This is an optimization exercise on Yosys and OpenROAD, whose aim is small area and a short achievable clock period, not a production implementation. The RTL was checked by simulation tests, not by an equivalence proof against the original design. No activity file was given, so power comes from the tool's default toggle rates.

==> flow/design.v (outline; a module is shown in full before it is edited, if it fits) <==
// module LineBuffer: 12 lines
// module PE: 18 lines
// module AT: 1428 lines
// module FA: 4 lines
// module BT: 1019 lines
// module ReLU: 21 lines
// module conv_core: 114 lines
module conv_core(
    input clk,reset,
    input in_valid,
    input [7:0]pixel,
    input signed[35:0]ps1,ps2,ps3,ps4,
    input signed[15:0]bias1,bias2,bias3,bias4,
    input act,
    input kernel_load,
    input signed[15:0]kernel1_data,kernel2_data,kernel3_data,kernel4_data,
    output out_valid,
    output signed[35:0]result1,result2,result3,result4
);
  // ...
==> flow/flow/run.sh <==
#!/bin/bash
# The standard layout (standard.sh, unchanged synthesis), with the
# resizer's setup repair aimed below the loose clock period: the design's
# clock and constraints stay as they are; only the timing repair works harder
# so that the achieved period (period less setup slack) shrinks.
set -o pipefail
cp standard.sh standard_sh_copy.log
export SETUP_SLACK_MARGIN=${SETUP_SLACK_MARGIN_OVERRIDE:-14.5}
bash standard.sh > standard_sh.log 2>&1
==> flow/standard.sh <==
#!/bin/bash
# synth_recipe.tcl (not shown) runs the flow's synth.tcl, then flattens the netlist and writes it again
# the make line also repeats each setting of config.mk as NAME=value (left out here)
make -C /OpenROAD-flow-scripts/flow DESIGN_CONFIG=/design/flow/config.mk WORK_HOME=/design/flow/orfs CLKGATE_MAP_FILE= SYNTH_SCRIPT=/design/flow/synth_recipe.tcl "${@:-finish}"
==> flow/config.mk <==
export PLATFORM = sky130hd
export DESIGN_NAME = conv_core
export DESIGN_NICKNAME = conv_core
export VERILOG_FILES = /design/flow/design.v
export SDC_FILE = /design/flow/constraint.sdc
export NUM_CORES = 4
export LEC_CHECK = 0
export CAP_MARGIN = 20
export CELL_PAD_IN_SITES_DETAIL_PLACEMENT = 1
export CELL_PAD_IN_SITES_GLOBAL_PLACEMENT = 2
export CORE_MARGIN = 2
export CORE_UTILIZATION = 40
export SLEW_MARGIN = 20
export SYNTH_HIERARCHICAL = 1
export SYNTH_MINIMUM_KEEP_SIZE = 0
==> flow/constraint.sdc <==
create_clock -name core_clock -period 20.0 [get_ports {clk}]
set_input_delay 4.0000 -clock core_clock [delete_from_list [all_inputs] [get_ports {clk}]]
set_output_delay 4.0000 -clock core_clock [all_outputs]
set_load 0.01 [all_outputs]
==> key figures, run 1 <==
Clock tree
  – Worst-Skew Late Latency: 0.99 ns
  – Post-CTS Setup Bufs: 236

Worst setup path
  – Largest stage delay, worst path: 0.46 ns
  – Critical path type: register to primary output
  – Reg-to-Reg End: g_ch[0].ca_r[39]
  – Crit. End Element: primary output
  – WP depth: 1

STA
  – Slew margin rel.: 33.0%
  – Fmax: 0.179 GHz

Logic synthesis
  – Seq/Total Area, Yosys: 38.8%
  – Yosys cell types: 88
  – Fraction of synthesized area in multiplexers: 0.00630%
  – Synth top area cells: edfxtp_1 (30%), fa_1 (30%), a222oi_1 (11%), dfxtp_1 (8.0%), ha_1 (2.5%)

Cells and area
  – Nets: 15400
  – Register share of the cell area: 35.6%
  – Area grow syn2layout: 8.98%
  – Finished Layout Cells: 18300
  – Multi-input logic area: 0.0965 mm2

Route
  – Drt pass-1 iters: 22
  – Final ANT Viol Nets: 0
  – DR WL/cell: 37.4 um

Worst hold path
  – Hold depth: 0

Power
  – Clock Power Share: 15.7%
  – Combinational Power Share: 63.0%

Run
  – Max Cap Violations: 0

Placement
  – Dpl hpwl: 495000 um

Outcome
  – Status: finished clean
==> inputs of run 2 (changes only) <==
--- a/flow/config.mk
+++ b/flow/config.mk
@@ -6,10 +6,11 @@
 export NUM_CORES = 4
 export LEC_CHECK = 0
 export CAP_MARGIN = 20
-export CELL_PAD_IN_SITES_DETAIL_PLACEMENT = 1
+export CELL_PAD_IN_SITES_DETAIL_PLACEMENT = 2
 export CELL_PAD_IN_SITES_GLOBAL_PLACEMENT = 2
 export CORE_MARGIN = 2
-export CORE_UTILIZATION = 40
+export CORE_UTILIZATION = 35
+export PLACE_DENSITY = 0.5
 export SLEW_MARGIN = 20
 export SYNTH_HIERARCHICAL = 1
 export SYNTH_MINIMUM_KEEP_SIZE = 0
==> run 2 against run 1 <==
  * First-iteration DRC count decreased by 6.1%
  * Register-to-register slack got worse by 0.03 ns
  * Synthesized cell count unchanged
  * Synthesized area unchanged
  * Combinational power decreased by 7%
  * Clock skew increased by 0.011 ns
  * Maximum frequency decreased by 0.37%
  * Critical endpoint is now result2[20]
  * Largest power group unchanged
==> key figures, run 2 <==
Outcome
  – Status: finished clean (unchanged)

Die
  – Area of the core: 0.509 mm2 (was 0.445 mm2)
  – Starting Density: 35.1% (was 40.1%)
  – # IOs: 430 (unchanged)
  – Die width: 718 um (was 672 um)
  – Die Footprint: 0.516 mm2 (was 0.452 mm2)
  – Die height: 718 um (was 672 um)
  – Num rows: 262 (was 245)

Route
  – Vias/cell: 6.40 (was 6.68)
  – Final ANT Viol Nets: 0 (unchanged)
  – DR WL/cell: 38.6 um (was 37.4 um)
  – Initial DRC Count: 24300 (was 25800)
  – Drt pass-1 iters: 17 (was 22)
  – Residual DRC: 0 (unchanged)
  – Total Wirelength: 742000 um (was 684000 um)
  – Routed vias: 123000 (was 122000)

Cells and area
  – Finished Layout Cells: 19200 (was 18300)
  – Final Util: 38.8% (was 43.7%)
  – Fill cells: 50100 (was 44000)
  – Layout cells sized above 1: 15.8% (was 14.7%)
  – Multi-input logic area: 0.0967 mm2 (was 0.0965 mm2)
  – Number of flip-flops in the largest register: 944 (unchanged)
  – Most common cell after layout, fill and taps aside: fa_1 (unchanged)
  – Biggest register: LB.sr (unchanged)
  – Largest regs: LB.sr (944), g_ch.pe.wr (576), g_ch.pe.sr (272) (unchanged)
  – Area grow syn2layout: 10.5% (was 8.98%)
  – Most frequent cells in the layout: fa_1 (2481), a222oi_1 (2048), edfxtp_1 (1792), nand2_1 (779), dfxtp_1 (695) (was fa_1 (2523), a222oi_1 (2048), edfxtp_1 (1792), nand2_1 (788), dfxtp_1 (706))
  – Nets: 15500 (was 15400)
  – Register area: 0.0694 mm2 (about the same)

Worst setup path
  – Reg2reg path depth: 13 (unchanged)
  – Critical path launch point type: register (unchanged)
  – Critical path type: register to primary output (unchanged)
  – Reg-to-reg slack, setup: 14.44 ns (was 14.47 ns)
  – Largest stage delay, worst path: 0.47 ns (was 0.46 ns)
  – Critical Path Source: g_ch[1].res_r[20] (was v3)
  – Critical path data arrival time: 1.59 ns (was 1.57 ns)
  – Cell family contributing the most delay on the critical path: flip-flops (unchanged)
  – Reg-to-Reg End: g_ch[3].ca_r[39] (was g_ch[0].ca_r[39])
  – CP required: 16.00 ns (about the same)
  – WP depth: 1 (unchanged)
  – Worst Path Buf+Inv: 1 (unchanged)
  – FF-to-FF Start: LB.sr[479] (was LB.sr[935])
  – Max FO, Critical Path: 1 (unchanged)
  – CP max-delay cell: dfxtp_4 (was dfrtp_2)
  – Worst path cell trace: buf_6 (unchanged)
  – Crit. End Element: primary output (unchanged)
  – Setup crit end: result2[20] (was out_valid)

STA
  – Final period util: 28.0% (was 27.9%)
  – Slew margin rel.: 21.9% (was 33.0%)
  – Fin Setup TNS: 0 ns (unchanged)
  – Fmax: 0.179 GHz (about the same)
  – Final Hold Fails: 0 (unchanged)
  – Slew @ Worst Pin: 1.17 ns (was 1.01 ns)
  – Final Critical Period: 5.59 ns (was 5.57 ns)
  – Clock skew: 0.0941 ns (was 0.0828 ns)
  – Unrepaired setup endpoints after global routing: yes (unchanged)
  – Final setup vio count: 0 (unchanged)
  – Slew Viols, Final: 0 (unchanged)

Power
  – Maximum vdd drop: 0.000307 V (was 0.000671 V)
  – Power Dens Cells: 183 mW/mm2 (was 193 mW/mm2)
  – Leakage: 0.0610 uW (was 0.0603 uW)

Worst hold path
  – Hold Crit Start: g_ch[3].ca_r[60] (was g_ch[2].ca_r[54])
  – Hold crit path type: register to register (unchanged)

Logic synthesis
  – Most used flip-flop cell after synthesis: edfxtp_1 (unchanged)
  – Syn avg cell area: 13.8 um2 (unchanged)
  – Top cell type's share of synthesized area: 30.1% (unchanged)
  – Syn Inst Count: 13000 (unchanged)
  – Synth top area cells: edfxtp_1 (30%), fa_1 (30%), a222oi_1 (11%), dfxtp_1 (8.0%), ha_1 (2.5%) (unchanged)
  – Flops & latches, synth: 2553 (unchanged)
  – Post-synth EDFFs: 1792 (unchanged)
  – Yosys cell types: 88 (unchanged)
  – Cell taking the most area after synthesis: edfxtp_1 (unchanged)
  – Seq/Total Area, Yosys: 38.8% (unchanged)
  – Post-Syn Nets: 16300 (unchanged)
  – Count leader, synth: fa_1 (unchanged)
  – Post-Syn Area: 0.179 mm2 (unchanged)
  – Ys Warns: 11 (unchanged)
  – Most frequent cells after synthesis: fa_1 (2648), a222oi_1 (2048), edfxtp_1 (1792) (unchanged)
  – Async set-reset flop share out of synthesis: 1.68% (unchanged)

Clock tree
  – Root buffer cell: clkbuf_16 (unchanged)
  – Worst-case clock buffer depth: 4 (unchanged)
  – TritonCTS Buffers: 318 (was 312)
  – TritonCTS clock tree: done (unchanged)
  – Clock sinks: 2553 (unchanged)
  – H-tree levels: 5 (unchanged)
  – Worst-Skew Late Latency: 1.01 ns (was 0.99 ns)
  – CTS Hold Bufs: 0 (unchanged)
  – Clock Pin Slew Worst Setup and Hold Paths: 0.05 ns (was 0.06 ns)

Placement
  – I/O Buffers: 429 (unchanged)
  – Placed Cells: 18200 (was 17400)
  – Dpl hpwl: 552000 um (was 495000 um)
  – GPL Wtd Cong: 0.898 (was 0.927)

Run
  – Max Cap Violations: 0 (unchanged)

Global route
  – Largest net degree at the start of global routing: 75 (was 124)
  – Overflow after GRT: 0 (unchanged)
  – Initial antenna violation count: 57 (was 35)
  – Total GRT Usage: 28.1% (was 29.9%)
  – Number of global-route vias before repair: 135000 (was 130000)
  – First-pass GRT wire length: 1060000 um (was 988000 um)
[run 2: per-layer routing]
layer  part of all wire (%)  track usage (%)  vias up  wire, um
li1                       -                -    47700         -
met1                     41             38.6    66700    305000
met2                     47             45.4     7154    347000
met3                    8.0             4.17     1363     59300
met4                    4.1             9.66       22     30600
met5                  0.026                0        -       195
[run 2: area by class of cell]
| cell class | instances | area share [%] |
|---|---|---|
| inverter | 441 | 0.910 |
| sequential | 2553 | 35.1 |
| antenna | 27 | 0.0342 |
| tap | 6732 | 4.27 |
| clock inverter | 161 | 0.975 |
| timing repair buffer | 1019 | 5.21 |
| clock buffer | 424 | 4.46 |
| multi-input combinational | 7848 | 49.0 |
[run 2: cells by family after synthesis]
| logic type | after synthesis | synth area share, % |
|---|---|---|
| flip-flops | 2553 | 38.8 |
| multiplexers | 1 | 0.00630 |
| AND/OR/NAND/NOR | 1752 | 5.03 |
| adder cells (fa/ha/maj) | 3002 | 32.2 |
| XOR/XNOR | 165 | 0.809 |
| AO/OA/AOI/OAI | 2925 | 15.2 |
| buffers and inverters | 2589 | 8.02 |
[run 2: Yosys stat by module (local to each module, per instance), a selection]
module	times used	flops+latches	area [um2]
LineBuffer	1	944	28300
conv_core	1	729	15200
PE	4	212	7240
BT	4	2	3870
ReLU	4	0	2150
FA	2640	0	20.0
[run 2: worst min-delay path by stage]
| stage | end | depth (start not counted) |
|---|---|---|
| floorplan | v2 | 0 |
| finish | g_ch[3].cb_r[61] | 0 |
| global placement | g_ch[2].cb_r[57] | 0 |
| CTS | g_ch[0].cb_r[56] | 0 |
| global route | g_ch[0].cb_r[56] | 0 |
| detailed placement | g_ch[3].cb_r[57] | 0 |
[run 2: where the power goes]
group | leakage [uW] | switching (uW) | internal [uW] | total, uW
sequential | 0.0240 | 841 | 7210 | 8050
combinational | 0.0318 | 12300 | 9800 | 22100
clock | 0.00518 | 2530 | 3480 | 6000
[run 2: stage by stage]
stage	cell area (um2)	total power (uW)	worst slack, ns	hold slack (ns)
detailed placement	181000	30800	11.98	0.315
global placement	181000	30200	12.23	0.316
floorplan	179000	30800	14.11	0.331
CTS	195000	37100	14.36	0.326
global route	197000	40000	14.35	0.335
finish	197000	36200	14.41	0.325
[run 2: what timing repair did]
item | CTS | global route
resized for setup | 1116 | 210
buffers inserted | 244 | 133
pin swaps | 117 | 199
setup endpoints to repair | 1198 | 563
cloned | 2 | 4
==> inputs of run 3 (changes only) <==
==> flow/flow/run.sh (replaced) <==
#!/bin/bash
# The standard layout (standard.sh, unchanged synthesis), with two
# changes to how the layout is made: the resizer's setup repair aims below the
# loose clock period (the design's clock and constraints stay as they are;
# only the timing repair works harder, so the achieved period shrinks), and
# the port buffers that the standard flow inserts on every input and output
# are plain buf_2 cells instead of delay cells.
set -o pipefail
cp standard.sh standard_sh_copy.log
export SETUP_SLACK_MARGIN=${SETUP_SLACK_MARGIN_OVERRIDE:-14.5}
export BUFFER_PORTS_ARGS="-buffer_cell sky130_fd_sc_hd__buf_2"
bash standard.sh > standard_sh.log 2>&1
--- a/flow/config.mk
+++ b/flow/config.mk
@@ -6,11 +6,13 @@
 export NUM_CORES = 4
 export LEC_CHECK = 0
 export CAP_MARGIN = 20
-export CELL_PAD_IN_SITES_DETAIL_PLACEMENT = 2
+export CELL_PAD_IN_SITES_DETAIL_PLACEMENT = 1
 export CELL_PAD_IN_SITES_GLOBAL_PLACEMENT = 2
 export CORE_MARGIN = 2
-export CORE_UTILIZATION = 35
-export PLACE_DENSITY = 0.5
+export CORE_UTILIZATION = 52
+export CTS_CLUSTER_DIAMETER = 80
+export CTS_CLUSTER_SIZE = 28
+export PLACE_DENSITY = 0.66
 export SLEW_MARGIN = 20
 export SYNTH_HIERARCHICAL = 1
 export SYNTH_MINIMUM_KEEP_SIZE = 0
==> run 3 against run 2 <==
  * Maximum frequency grew 0.73%
  * Flip-flop and latch count is the same
  * Critical endpoint is now LB.sr[545]
  * Non-clock buffer count shrank 57
  * Sequential power shrank 0.6%
  * Total power shrank 3.0%
  * Synthesized cell count is the same
  * Largest power group unchanged
==> key figures, run 3 <==
Global route
  – Met1 Use GR: 49.8% (was 38.6%)
  – Top Usage Layer GRT: met2 (unchanged)
  – Met2 usage: 56.3% (was 45.4%)
  – Largest net degree at the start of global routing: 176 (was 75)
  – Total GRT Usage: 36.8% (was 28.1%)
  – First-pass GRT wire length: 935000 um (was 1060000 um)
  – Initial antenna violation count: 36 (was 57)
  – Number of global-route vias before repair: 129000 (was 135000)
  – GRT met3 Usage: 10.6% (was 4.17%)
  – Overflow after GRT: 0 (unchanged)

Worst setup path
  – Reg-to-Reg End: g_ch[2].ca_r[21] (was g_ch[3].ca_r[39])
  – Reg2reg path depth: 14 (was 13)
  – FF-to-FF Start: LB.sr[934] (was LB.sr[479])
  – Critical path type: input pin to register (was register to primary output)
  – Critical path data arrival time: 6.10 ns (was 1.59 ns)
  – Reg-to-reg slack, setup: 14.48 ns (was 14.44 ns)
  – CP required: 20.55 ns (was 16.00 ns)
  – Critical path launch point type: input pin (was register)
  – Max FO, Critical Path: 175 (was 1)
  – Crit. End Element: register (was primary output)

Die
  – # IOs: 430 (unchanged)
  – Die width: 590 um (was 718 um)
  – Num rows: 215 (was 262)
  – Die height: 590 um (was 718 um)
  – Starting Density: 52.2% (was 35.1%)
  – Area of the core: 0.342 mm2 (was 0.509 mm2)
  – Die Footprint: 0.348 mm2 (was 0.516 mm2)

STA
  – Slew margin rel.: 16.9% (was 21.9%)
  – Final period util: 27.8% (was 28.0%)
  – Slew @ Worst Pin: 1.25 ns (was 1.17 ns)
  – Fin Setup TNS: 0 ns (unchanged)
  – Fmax: 0.180 GHz (was 0.179 GHz)
  – Clock skew: 0.0519 ns (was 0.0941 ns)
  – Final setup vio count: 0 (unchanged)
  – Final Critical Period: 5.55 ns (was 5.59 ns)
  – Slew Viols, Final: 0 (unchanged)
  – Unrepaired setup endpoints after global routing: yes (unchanged)
  – Final Worst Setup Slack: 14.45 ns (was 14.41 ns)
  – Final Hold Fails: 0 (unchanged)

Clock tree
  – Worst-case clock buffer depth: 4 (unchanged)
  – Clock Pin Slew Worst Setup and Hold Paths: 0.09 ns (was 0.05 ns)
  – TritonCTS clock tree: done (unchanged)
  – Root buffer cell: clkbuf_16 (unchanged)
  – Clock sinks: 2553 (unchanged)
  – H-tree levels: 4 (was 5)
  – TritonCTS Buffers: 168 (was 318)
  – Worst-Skew Late Latency: 0.98 ns (was 1.01 ns)

Cells and area
  – Biggest register: LB.sr (unchanged)
  – Most frequent cells in the layout: fa_1 (2523), a222oi_1 (2048), edfxtp_1 (1792), nand2_1 (784), dfxtp_1 (712) (was fa_1 (2481), a222oi_1 (2048), edfxtp_1 (1792), nand2_1 (779), dfxtp_1 (695))
  – Nets: 15300 (was 15500)
  – Number of flip-flops in the largest register: 944 (unchanged)
  – Layout cells sized above 1: 15.8% (about the same)
  – Largest regs: LB.sr (944), g_ch.pe.wr (576), g_ch.pe.sr (272) (unchanged)
  – Area grow syn2layout: 4.90% (was 10.5%)
  – Most common cell after layout, fill and taps aside: fa_1 (unchanged)
  – Design Area, Final: 0.187 mm2 (was 0.197 mm2)

Logic synthesis
  – Post-synth EDFFs: 1792 (unchanged)
  – Cell taking the most area after synthesis: edfxtp_1 (unchanged)
  – Ys Warns: 11 (unchanged)
  – Most used flip-flop cell after synthesis: edfxtp_1 (unchanged)
  – Async set-reset flop share out of synthesis: 1.68% (unchanged)
  – Seq/Total Area, Yosys: 38.8% (unchanged)
  – Synth top area cells: edfxtp_1 (30%), fa_1 (30%), a222oi_1 (11%), dfxtp_1 (8.0%), ha_1 (2.5%) (unchanged)
  – Count leader, synth: fa_1 (unchanged)
  – Flops & latches, synth: 2553 (unchanged)
  – Post-Syn Area: 0.179 mm2 (unchanged)
  – Syn avg cell area: 13.8 um2 (unchanged)
  – Most frequent cells after synthesis: fa_1 (2648), a222oi_1 (2048), edfxtp_1 (1792) (unchanged)
  – Top cell type's share of synthesized area: 30.1% (unchanged)
  – Post-Syn Nets: 16300 (unchanged)
  – Syn Inst Count: 13000 (unchanged)
  – Yosys cell types: 88 (unchanged)

Placement
  – GPL Wtd Cong: 0.970 (was 0.898)
  – Setup WS pre-CTS: 12.31 ns (was 11.98 ns)
  – I/O Buffers: 429 (unchanged)
  – DP Area: 0.176 mm2 (was 0.181 mm2)
  – Dpl hpwl: 469000 um (was 552000 um)

Route
  – Drt pass-1 iters: 19 (was 17)
  – Routed vias: 123000 (about the same)
  – Total Wirelength: 650000 um (was 742000 um)
  – DR WL/cell: 38.9 um (was 38.6 um)
  – Initial DRC Count: 28600 (was 24300)
  – Final ANT Viol Nets: 0 (unchanged)
  – Vias/cell: 7.39 (was 6.40)
  – Residual DRC: 0 (unchanged)

Power
  – Power Dens Cells: 187 mW/mm2 (was 183 mW/mm2)
  – Maximum vdd drop: 0.000365 V (was 0.000307 V)
  – Leakage: 0.0582 uW (was 0.0610 uW)

Worst hold path
  – Hold crit path type: register to register (unchanged)
  – Hold depth: 0 (unchanged)
  – Hold Crit Start: g_ch[3].ca_r[54] (was g_ch[3].ca_r[60])
  – WHS Endpoint: g_ch[3].cb_r[54] (was g_ch[3].cb_r[61])

Run
  – Max Cap Violations: 0 (unchanged)

Outcome
  – Status: finished clean (unchanged)
run 3: cell counts after synthesis:
No cell type changed its count.
run 3: kinds of logic after synthesis:
kind of cell	count (synthesis)	synth area share (%)
compound gates	2925	15.2
xor+xnor	165	0.809
mux	1	0.00630
flops	2553	38.8
buf+inv	2589	8.02
simple gates	1752	5.03
fa+ha+maj	3002	32.2
run 3: layout make-up:
class / count / area, um2
fillers: 32400 / 155000
multi-input cells: 7851 / 96600
flip-flops and latches: 2553 / 69300
repair buffers: 962 / 7830
well taps: 4557 / 5700
clock buffers: 201 / 4420
inverters: 441 / 1800
clock inverters: 106 / 1600
diodes: 29 / 72.6
run 3: layer usage:
layer,share of wire (%),vias to the layer above
met5,0.073,-
met4,4.9,16
met3,13,1804
met2,45,9865
met1,37,64600
li1,-,47200
run 3: critical path, cell delays in order:
cell    delay, ns
buf_8        0.38
buf_6        0.55
buf_16       0.43
run 3: stage by stage:
stage | std cells | total power (uW) | hold slack, ns | util (%)
2_1_floorplan | 13000 | 30800 | 0.331 | -
3_3_place_gp | 16000 | 30300 | 0.311 | 51.3
3_5_place_dp | 16000 | 30900 | 0.313 | 51.3
4_1_cts | 16500 | 35300 | 0.332 | 54.0
5_1_grt | 16700 | 38200 | 0.341 | 54.7
6_report | 16700 | 35100 | 0.329 | 54.7
run 3: per-module statistics from Yosys (local to each module, per instance):
module      area [um2]  cells  copies in the design  flops+latches
AT                7310    923                     4              6
ReLU              2150    318                     4              0
conv_core        15200    803                     1            729
BT                3870    575                     4              2
LineBuffer       28300    944                     1            944
PE                7240    334                     4            212
FA                20.0      1                  2640              0
run 3: power by group:
group	internal, uW	total [uW]	switching [uW]
sequential	7200	8000	805
clock	1750	3970	2230
combinational	10100	23100	13100
total	19000	35100	16100
run 3: what timing repair did:
action                                   CTS  global route
cloned                                     1             8
buffers inserted                         223           151
endpoints found under the setup margin  1073           549
hold buffers                               0             0
pin swaps                                 53           175
resized for setup                        325           211
run 3: worst max path at each step:
stage                          start                to  slack, ns  cells after the start
final                       in_valid        LB.sr[545]      14.45                      3
after global routing      LB.sr[934]  g_ch[2].ca_r[39]      14.37                     14
after floorplan              ps1[17]  g_ch[0].ca_r[39]      14.11                      6
after CTS                 LB.sr[471]  g_ch[2].ca_r[39]      14.47                     13
after detailed placement    in_valid        LB.sr[864]      12.31                      4
after global placement      in_valid        LB.sr[864]      12.56                      4
==> module ReLU, before the edit <==
module ReLU(
    input [63:0] cb,
    input act,
    output [35:0] result
);
    wire c0 = ~(cb[54] ^ cb[55]);
    wire c1 = cb[54] | cb[55];
    wire c2 = ~cb[56];
    wire c3 = ~cb[57];
    wire c4 = ~cb[58];
    wire c5 = ~cb[59];
    wire c6 = ~cb[60];
    wire c7 = ~cb[61];
    wire c8 = ~cb[62];
    wire c9 = ~cb[63];
    wire [35:0] zx = {c9, c8, c7, c6, c5, c4, c3, c2, c0, cb[52], cb[50], cb[48], cb[46], cb[44], cb[42], cb[40], cb[38], cb[36], cb[34], cb[32], cb[30], cb[28], cb[26], cb[24], cb[22], cb[20], cb[18], cb[16], cb[14], cb[12], cb[10], cb[8], cb[6], cb[4], cb[2], cb[0]};
    wire [35:0] zy = {cb[62], cb[61], cb[60], cb[59], cb[58], cb[57], cb[56], c1, 1'b0, cb[53], cb[51], cb[49], cb[47], cb[45], cb[43], cb[41], cb[39], cb[37], cb[35], cb[33], cb[31], cb[29], cb[27], cb[25], cb[23], cb[21], cb[19], cb[17], cb[15], cb[13], cb[11], cb[9], cb[7], cb[5], cb[3], cb[1]};
    wire [35:0] z = zx + zy;
    wire clr = act & ~z[35];
    assign result = ~(z | {36{clr}});
endmodule
==> inputs of run 4 (changes only) <==
--- a/flow/design.v
+++ b/flow/design.v
@@ -2496,7 +2496,137 @@
     wire c9 = ~cb[63];
     wire [35:0] zx = {c9, c8, c7, c6, c5, c4, c3, c2, c0, cb[52], cb[50], cb[48], cb[46], cb[44], cb[42], cb[40], cb[38], cb[36], cb[34], cb[32], cb[30], cb[28], cb[26], cb[24], cb[22], cb[20], cb[18], cb[16], cb[14], cb[12], cb[10], cb[8], cb[6], cb[4], cb[2], cb[0]};
     wire [35:0] zy = {cb[62], cb[61], cb[60], cb[59], cb[58], cb[57], cb[56], c1, 1'b0, cb[53], cb[51], cb[49], cb[47], cb[45], cb[43], cb[41], cb[39], cb[37], cb[35], cb[33], cb[31], cb[29], cb[27], cb[25], cb[23], cb[21], cb[19], cb[17], cb[15], cb[13], cb[11], cb[9], cb[7], cb[5], cb[3], cb[1]};
-    wire [35:0] z = zx + zy;
+    wire [35:0] g0 = zx & zy;
+    wire [35:0] p0 = zx ^ zy;
+    wire bg1 = g0[1] | (p0[1] & g0[0]);
+    wire bp1 = p0[1] & p0[0];
+    wire bg2 = g0[3] | (p0[3] & g0[2]);
+    wire bp2 = p0[3] & p0[2];
+    wire bg3 = g0[5] | (p0[5] & g0[4]);
+    wire bp3 = p0[5] & p0[4];
+    wire bg4 = g0[7] | (p0[7] & g0[6]);
+    wire bp4 = p0[7] & p0[6];
+    wire bg5 = g0[9] | (p0[9] & g0[8]);
+    wire bp5 = p0[9] & p0[8];
+    wire bg6 = g0[11] | (p0[11] & g0[10]);
+    wire bp6 = p0[11] & p0[10];
+    wire bg7 = g0[13] | (p0[13] & g0[12]);
+    wire bp7 = p0[13] & p0[12];
+    wire bg8 = g0[15] | (p0[15] & g0[14]);
+    wire bp8 = p0[15] & p0[14];
+    wire bg9 = g0[17] | (p0[17] & g0[16]);
+    wire bp9 = p0[17] & p0[16];
+    wire bg10 = g0[19] | (p0[19] & g0[18]);
+    wire bp10 = p0[19] & p0[18];
+    wire bg11 = g0[21] | (p0[21] & g0[20]);
+    wire bp11 = p0[21] & p0[20];
+    wire bg12 = g0[23] | (p0[23] & g0[22]);
+    wire bp12 = p0[23] & p0[22];
+    wire bg13 = g0[25] | (p0[25] & g0[24]);
+    wire bp13 = p0[25] & p0[24];
+    wire bg14 = g0[27] | (p0[27] & g0[26]);
+    wire bp14 = p0[27] & p0[26];
+    wire bg15 = g0[29] | (p0[29] & g0[28]);
+    wire bp15 = p0[29] & p0[28];
+    wire bg16 = g0[31] | (p0[31] & g0[30]);
+    wire bp16 = p0[31] & p0[30];
+    wire bg17 = g0[33] | (p0[33] & g0[32]);
+    wire bp17 = p0[33] & p0[32];
+    wire bg18 = g0[35] | (p0[35] & g0[34]);
+    wire bp18 = p0[35] & p0[34];
+    wire bg19 = bg2 | (bp2 & bg1);
+    wire bp19 = bp2 & bp1;
+    wire bg20 = bg4 | (bp4 & bg3);
+    wire bp20 = bp4 & bp3;
+    wire bg21 = bg6 | (bp6 & bg5);
+    wire bp21 = bp6 & bp5;
+    wire bg22 = bg8 | (bp8 & bg7);
+    wire bp22 = bp8 & bp7;
+    wire bg23 = bg10 | (bp10 & bg9);
+    wire bp23 = bp10 & bp9;
+    wire bg24 = bg12 | (bp12 & bg11);
+    wire bp24 = bp12 & bp11;
+    wire bg25 = bg14 | (bp14 & bg13);
+    wire bp25 = bp14 & bp13;
+    wire bg26 = bg16 | (bp16 & bg15);
+    wire bp26 = bp16 & bp15;
+    wire bg27 = bg18 | (bp18 & bg17);
+    wire bp27 = bp18 & bp17;
+    wire bg28 = bg20 | (bp20 & bg19);
+    wire bp28 = bp20 & bp19;
+    wire bg29 = bg22 | (bp22 & bg21);
+    wire bp29 = bp22 & bp21;
+    wire bg30 = bg24 | (bp24 & bg23);
+    wire bp30 = bp24 & bp23;
+    wire bg31 = bg26 | (bp26 & bg25);
+    wire bp31 = bp26 & bp25;
+    wire bg32 = bg29 | (bp29 & bg28);
+    wire bp32 = bp29 & bp28;
+    wire bg33 = bg31 | (bp31 & bg30);
+    wire bp33 = bp31 & bp30;
+    wire bg34 = bg33 | (bp33 & bg32);
+    wire bp34 = bp33 & bp32;
+    wire bg35 = bg30 | (bp30 & bg32);
+    wire bp35 = bp30 & bp32;
+    wire bg36 = bg21 | (bp21 & bg28);
+    wire bp36 = bp21 & bp28;
+    wire bg37 = bg23 | (bp23 & bg32);
+    wire bp37 = bp23 & bp32;
+    wire bg38 = bg25 | (bp25 & bg35);
+    wire bp38 = bp25 & bp35;
+    wire bg39 = bg27 | (bp27 & bg34);
+    wire bp39 = bp27 & bp34;
+    wire bg40 = bg3 | (bp3 & bg19);
+    wire bp40 = bp3 & bp19;
+    wire bg41 = bg5 | (bp5 & bg28);
+    wire bp41 = bp5 & bp28;
+    wire bg42 = bg7 | (bp7 & bg36);
+    wire bp42 = bp7 & bp36;
+    wire bg43 = bg9 | (bp9 & bg32);
+    wire bp43 = bp9 & bp32;
+    wire bg44 = bg11 | (bp11 & bg37);
+    wire bp44 = bp11 & bp37;
+    wire bg45 = bg13 | (bp13 & bg35);
+    wire bp45 = bp13 & bp35;
+    wire bg46 = bg15 | (bp15 & bg38);
+    wire bp46 = bp15 & bp38;
+    wire bg47 = bg17 | (bp17 & bg34);
+    wire bp47 = bp17 & bp34;
+    wire bg48 = g0[2] | (p0[2] & bg1);
+    wire bp48 = p0[2] & bp1;
+    wire bg49 = g0[4] | (p0[4] & bg19);
+    wire bp49 = p0[4] & bp19;
+    wire bg50 = g0[6] | (p0[6] & bg40);
+    wire bp50 = p0[6] & bp40;
+    wire bg51 = g0[8] | (p0[8] & bg28);
+    wire bp51 = p0[8] & bp28;
+    wire bg52 = g0[10] | (p0[10] & bg41);
+    wire bp52 = p0[10] & bp41;
+    wire bg53 = g0[12] | (p0[12] & bg36);
+    wire bp53 = p0[12] & bp36;
+    wire bg54 = g0[14] | (p0[14] & bg42);
+    wire bp54 = p0[14] & bp42;
+    wire bg55 = g0[16] | (p0[16] & bg32);
+    wire bp55 = p0[16] & bp32;
+    wire bg56 = g0[18] | (p0[18] & bg43);
+    wire bp56 = p0[18] & bp43;
+    wire bg57 = g0[20] | (p0[20] & bg37);
+    wire bp57 = p0[20] & bp37;
+    wire bg58 = g0[22] | (p0[22] & bg44);
+    wire bp58 = p0[22] & bp44;
+    wire bg59 = g0[24] | (p0[24] & bg35);
+    wire bp59 = p0[24] & bp35;
+    wire bg60 = g0[26] | (p0[26] & bg45);
+    wire bp60 = p0[26] & bp45;
+    wire bg61 = g0[28] | (p0[28] & bg38);
+    wire bp61 = p0[28] & bp38;
+    wire bg62 = g0[30] | (p0[30] & bg46);
+    wire bp62 = p0[30] & bp46;
+    wire bg63 = g0[32] | (p0[32] & bg34);
+    wire bp63 = p0[32] & bp34;
+    wire bg64 = g0[34] | (p0[34] & bg47);
+    wire bp64 = p0[34] & bp47;
+    wire [35:0] z = p0 ^ {bg64, bg47, bg63, bg34, bg62, bg46, bg61, bg38, bg60, bg45, bg59, bg35, bg58, bg44, bg57, bg37, bg56, bg43, bg55, bg32, bg54, bg42, bg53, bg36, bg52, bg41, bg51, bg28, bg50, bg40, bg49, bg19, bg48, bg1, g0[0], 1'b0};
     wire clr = act & ~z[35];
     assign result = ~(z | {36{clr}});
 endmodule
==> run 4 against run 3 <==
  * Still clean on timing, DRC and antenna
  * Synthesized area fell by 1.1%
  * Non-clock buffer count fell by 36
  * Cell area fell by 0.58%
  * Global-route usage rose by 1.6 points
  * Maximum frequency fell by 1.7%
  * Worst setup slack got worse by 0.094 ns
  * Clock power rose by 3%
  * Critical endpoint is now g_ch[2].ca_r[21]
  * Largest cell class unchanged
  * Largest power group unchanged
==> key figures, run 4 <==
Clock tree
  – Worst-Skew Late Latency: 1.00 ns (was 0.98 ns)
  – TritonCTS Buffers: 170 (was 168)
  – Clock Pin Slew Worst Setup and Hold Paths: 0.11 ns (was 0.09 ns)
  – H-tree levels: 4 (unchanged)
  – Root buffer cell: clkbuf_16 (unchanged)
  – Worst-case clock buffer depth: 4 (unchanged)
  – CTS Hold Bufs: 0 (unchanged)
  – TritonCTS clock tree: done (unchanged)
  – Clock sinks: 2553 (unchanged)

Route
  – Final ANT Viol Nets: 0 (unchanged)
  – Total Wirelength: 669000 um (was 650000 um)
  – Residual DRC: 0 (unchanged)
  – DR WL/cell: 41.2 um (was 38.9 um)
  – Drt pass-1 iters: 17 (was 19)
  – Initial DRC Count: 29500 (was 28600)
  – Vias/cell: 7.40 (was 7.39)
  – Routed vias: 120000 (was 123000)

STA
  – Final Worst Setup Slack: 14.35 ns (was 14.45 ns)
  – Slew margin rel.: 17.9% (was 16.9%)
  – Fin Setup TNS: 0 ns (unchanged)
  – Slew Viols, Final: 0 (unchanged)
  – Clock skew: 0.125 ns (was 0.0519 ns)
  – Unrepaired setup endpoints after global routing: yes (unchanged)
  – Final Hold Fails: 0 (unchanged)
  – Fmax: 0.177 GHz (was 0.180 GHz)
  – Final period util: 28.2% (was 27.8%)
  – Final Critical Period: 5.65 ns (was 5.55 ns)
  – Final setup vio count: 0 (unchanged)
  – Slew @ Worst Pin: 1.23 ns (was 1.25 ns)

Placement
  – Placed Cells: 15500 (was 16000)
  – GPL Wtd Cong: 0.998 (was 0.970)
  – Setup WS pre-CTS: 13.04 ns (was 12.31 ns)
  – Dpl hpwl: 497000 um (was 469000 um)
  – I/O Buffers: 429 (unchanged)

Worst setup path
  – Worst path cell trace: buf_4, buf_4, nand2_1, a21oi_4, buf_4, a222oi_1, fa_2, fa_1, fa_1, fa_1, fa_1, fa_1, fa_2 (was buf_8, buf_6, buf_16)
  – CP max-delay cell: fa_2 (was buf_6)
  – Max FO, Critical Path: 10 (was 175)
  – Critical path type: register to register (was input pin to register)
  – Critical path launch point type: register (was input pin)
  – Critical Path Most Common Cell: fa_1
  – Largest stage delay, worst path: 0.65 ns (was 0.55 ns)
  – Crit. End Element: register (unchanged)
  – Critical path data arrival time: 6.42 ns (was 6.10 ns)
  – CP required: 20.77 ns (was 20.55 ns)

Logic synthesis
  – Seq/Total Area, Yosys: 39.2% (was 38.8%)
  – Cell taking the most area after synthesis: fa_1 (was edfxtp_1)
  – Synth top area cells: fa_1 (31%), edfxtp_1 (30%), a222oi_1 (12%), dfxtp_1 (8.1%), ha_1 (2.5%) (was edfxtp_1 (30%), fa_1 (30%), a222oi_1 (11%), dfxtp_1 (8.0%), ha_1 (2.5%))
  – Post-synth EDFFs: 1792 (unchanged)
  – Syn Inst Count: 12500 (was 13000)
  – Ys Warns: 11 (unchanged)
  – Yosys cell types: 75 (was 88)
  – Fraction of synthesized area in multiplexers: 0.00637% (was 0.00630%)
  – Post-Syn Area: 0.177 mm2 (was 0.179 mm2)
  – Most used flip-flop cell after synthesis: edfxtp_1 (unchanged)
  – Flops & latches, synth: 2553 (unchanged)
  – Synth Area in Simple Gates: 4.35% (was 5.03%)
  – Post-Syn Nets: 15900 (was 16300)
  – Async set-reset flop share out of synthesis: 1.68% (unchanged)
  – Count leader, synth: fa_1 (unchanged)
  – Main combinational cell family by area after synthesis: adder cells (unchanged)
  – Most frequent cells after synthesis: fa_1 (2716), a222oi_1 (2048), edfxtp_1 (1792) (was fa_1 (2648), a222oi_1 (2048), edfxtp_1 (1792))
  – Xor/xnor share of the synthesized area: 0.560% (was 0.809%)
  – Top cell type's share of synthesized area: 30.8% (was 30.1%)
  – Synth Area in Compound Gates: 14.5% (was 15.2%)
  – Post-synthesis share of cell area spent on full adders, half adders and majority gates: 33.2% (was 32.2%)
  – Syn avg cell area: 14.1 um2 (was 13.8 um2)

Cells and area
  – Fill cells: 31800 (was 32400)
  – Largest regs: LB.sr (944), g_ch.pe.wr (576), g_ch.pe.sr (272) (unchanged)
  – Nets: 14900 (was 15300)
  – Multi-input logic area: 0.0951 mm2 (was 0.0966 mm2)
  – Layout cells sized above 1: 16.8% (was 15.8%)
  – Most frequent cells in the layout: fa_1 (2554), a222oi_1 (2048), edfxtp_1 (1792), nand2_1 (713), dfxtp_1 (667) (was fa_1 (2523), a222oi_1 (2048), edfxtp_1 (1792), nand2_1 (784), dfxtp_1 (712))
  – Register area: 0.0694 mm2 (was 0.0693 mm2)
  – Most common cell after layout, fill and taps aside: fa_1 (unchanged)
  – Finished Layout Cells: 16200 (was 16700)
  – Area grow syn2layout: 5.44% (was 4.90%)
  – Biggest register: LB.sr (unchanged)
  – Number of flip-flops in the largest register: 944 (unchanged)

Global route
  – Largest net degree at the start of global routing: 187 (was 176)
  – Overflow after GRT: 0 (unchanged)
  – Total GRT Usage: 38.4% (was 36.8%)
  – Initial antenna violation count: 52 (was 36)
  – First-pass GRT wire length: 956000 um (was 935000 um)
  – Number of global-route vias before repair: 125000 (was 129000)

Die
  – # IOs: 430 (unchanged)
  – Die width: 587 um (was 590 um)
  – Num rows: 214 (was 215)
  – Starting Density: 52.1% (was 52.2%)
  – Die Footprint: 0.344 mm2 (was 0.348 mm2)
  – Area of the core: 0.339 mm2 (was 0.342 mm2)
  – Die height: 587 um (was 590 um)

Power
  – Maximum vdd drop: 0.000443 V (was 0.000365 V)
  – Clock Power Share: 11.0% (was 11.3%)
  – Power Dens Cells: 200 mW/mm2 (was 187 mW/mm2)
  – Seq pwr share: 21.9% (was 22.8%)
  – Combinational Power Share: 67.2% (was 65.9%)
  – Sw Ratio: 47.2% (was 45.8%)
  – Leakage: 0.0581 uW (was 0.0582 uW)
  – Switching power: 17600 uW (was 16100 uW)
  – Pwr Total: 37200 uW (was 35100 uW)
  – Pint: 19600 uW (was 19000 uW)

Run
  – Max Cap Violations: 0 (unchanged)

Worst hold path
  – Hold crit path type: register to register (unchanged)

Outcome
  – Status: finished clean (unchanged)
==> run 4: cell types whose count changed after synthesis, moves of 24 or more <==
| cell | previous run | this run |
|---|---|---|
| a21oi_1 | 201 | 109 |
| nor2_1 | 216 | 136 |
| fa_1 | 2648 | 2716 |
| nand2_1 | 790 | 726 |
| inv_1 | 440 | 496 |
| o21ai_0 | 85 | 33 |
| xor2_1 | 72 | 36 |
| nand2b_1 | 50 | 18 |
| nor2b_1 | 41 | 69 |
| nand3_1 | 51 | 27 |
==> run 4: layout make-up <==
type                            instances  share of cell area [%]
Antenna cell                           16                  0.0215
Tap cell                             4536                    3.05
Multi-Input combinational cell       7387                    51.1
Sequential cell                      2553                    37.3
Inverter                              497                    1.08
Clock buffer                          205                    2.40
Clock inverter                        108                   0.979
Timing Repair Buffer                  926                    4.15
==> run 4: critical path: cells and delay by family, from the launching register on <==
kind	cells	cell delay, ns
adder cells (fa/ha/maj)	7	3.69
AO/OA/AOI/OAI	2	0.69
buffers and inverters	3	0.56
flip-flops	1	0.44
AND/OR/NAND/NOR	1	0.12
==> run 4: worst paths after layout <==
path	startpoint	endpoint	slack, ns	cells past startpoint
max	g_ch[2].at.fb[0]	g_ch[2].ca_r[21]	14.35	13
min	g_ch[1].ca_r[59]	g_ch[1].cb_r[60]	0.33	0
max reg2reg	g_ch[2].at.fb[0]	g_ch[2].ca_r[21]	14.35	13
min reg2reg	g_ch[1].ca_r[59]	g_ch[1].cb_r[60]	0.33	0
max in group asynchronous	reset	v3	16.16	3
min in group asynchronous	reset	g_ch[3].bt.fb	3.21	3
==> run 4: Yosys stat by module, one instance, submodules excluded, excerpt <==
module      cells  flops+latches
AT            923              6
BT            575              2
LineBuffer    944            944
conv_core     803            729
PE            334            212
ReLU          208              0
==> run 4: through the flow <==
stage | hold WS (ns) | util [%] | instance area [um2]
after global placement | 0.310 | 51.2 | 173000
final | 0.335 | 55.0 | 186000
after floorplan | 0.331 | - | 177000
after global routing | 0.345 | 55.0 | 186000
after CTS | 0.337 | 54.1 | 184000
after detailed placement | 0.313 | 51.2 | 174000
==> run 4: power groups by stage <==
stage                     sequential (uW)  clock [uW]  combinational [uW]
final                                8130        4080               25000
after global routing                 8210        4300               27400
after detailed placement             8210           0               24000
after global placement               8190           0               23900
after floorplan                      7690           0               22700
after CTS                            8110        4150               24800
==> run 4: per-layer routing <==
metal / track usage (%) / vias to the layer above / wire (um)
met5: 0 / - / 137
li1: - / 45300 / -
met3: 10.6 / 1799 / 88000
met2: 58.0 / 9869 / 297000
met4: 15.0 / 22 / 36200
met1: 52.9 / 63100 / 248000
==> run 4: logic make-up after synthesis <==
logic type,Yosys count
and+or+nand+nor,1504
AOI/OAI and AO/OA,2693
DFF,2553
buffers and inverters,2621
xor gates and xnor gates,113
adders and majority gates,3062
muxes,1
==> run 4: what timing repair did <==
item / in CTS / in global routing
gates cloned: 2 / 13
buffers inserted: 207 / 166
pin swaps: 55 / 234
gates resized for setup: 497 / 253
endpoints found under the setup margin: 712 / 332

## separate check: timing with driven ports
In the flow no input, the clock included, has a driving cell. The finished layouts below were timed again as built, in two steps. Step 1, drivers: a clkbuf_16 drives clk and a buf_2 each remaining input, both assumed. Step 2 adds t to the input delays and takes it off the output delays; t is the mean of the earliest and latest rising clock arrival at the registers after step 1. Input paths then give back, and output paths get back, about the clock's delay inside the block. Slacks: ideal ports / drivers / drivers and shift; pairs: ideal ports / drivers.
run | t, ns | setup slack, ns | hold WS [ns]
run 1 | 1.067 | 14.427 / 14.314 / 13.520 | 0.273 / 0.273 / 0.273
run 2 | 1.095 | 14.407 / 14.282 / 13.420 | 0.325 / 0.325 / 0.325
run 3 | 1.047 | 14.447 / 14.418 / 13.448 | 0.329 / 0.329 / 0.329
run 4 | 1.054 | 14.353 / 14.286 / 13.439 | 0.335 / 0.335 / 0.335
After both steps every run listed still meets setup and hold. For run 3, which loses most, drivers alone change the setup slack by -0.029 ns; drivers and shift together by -0.999 ns.
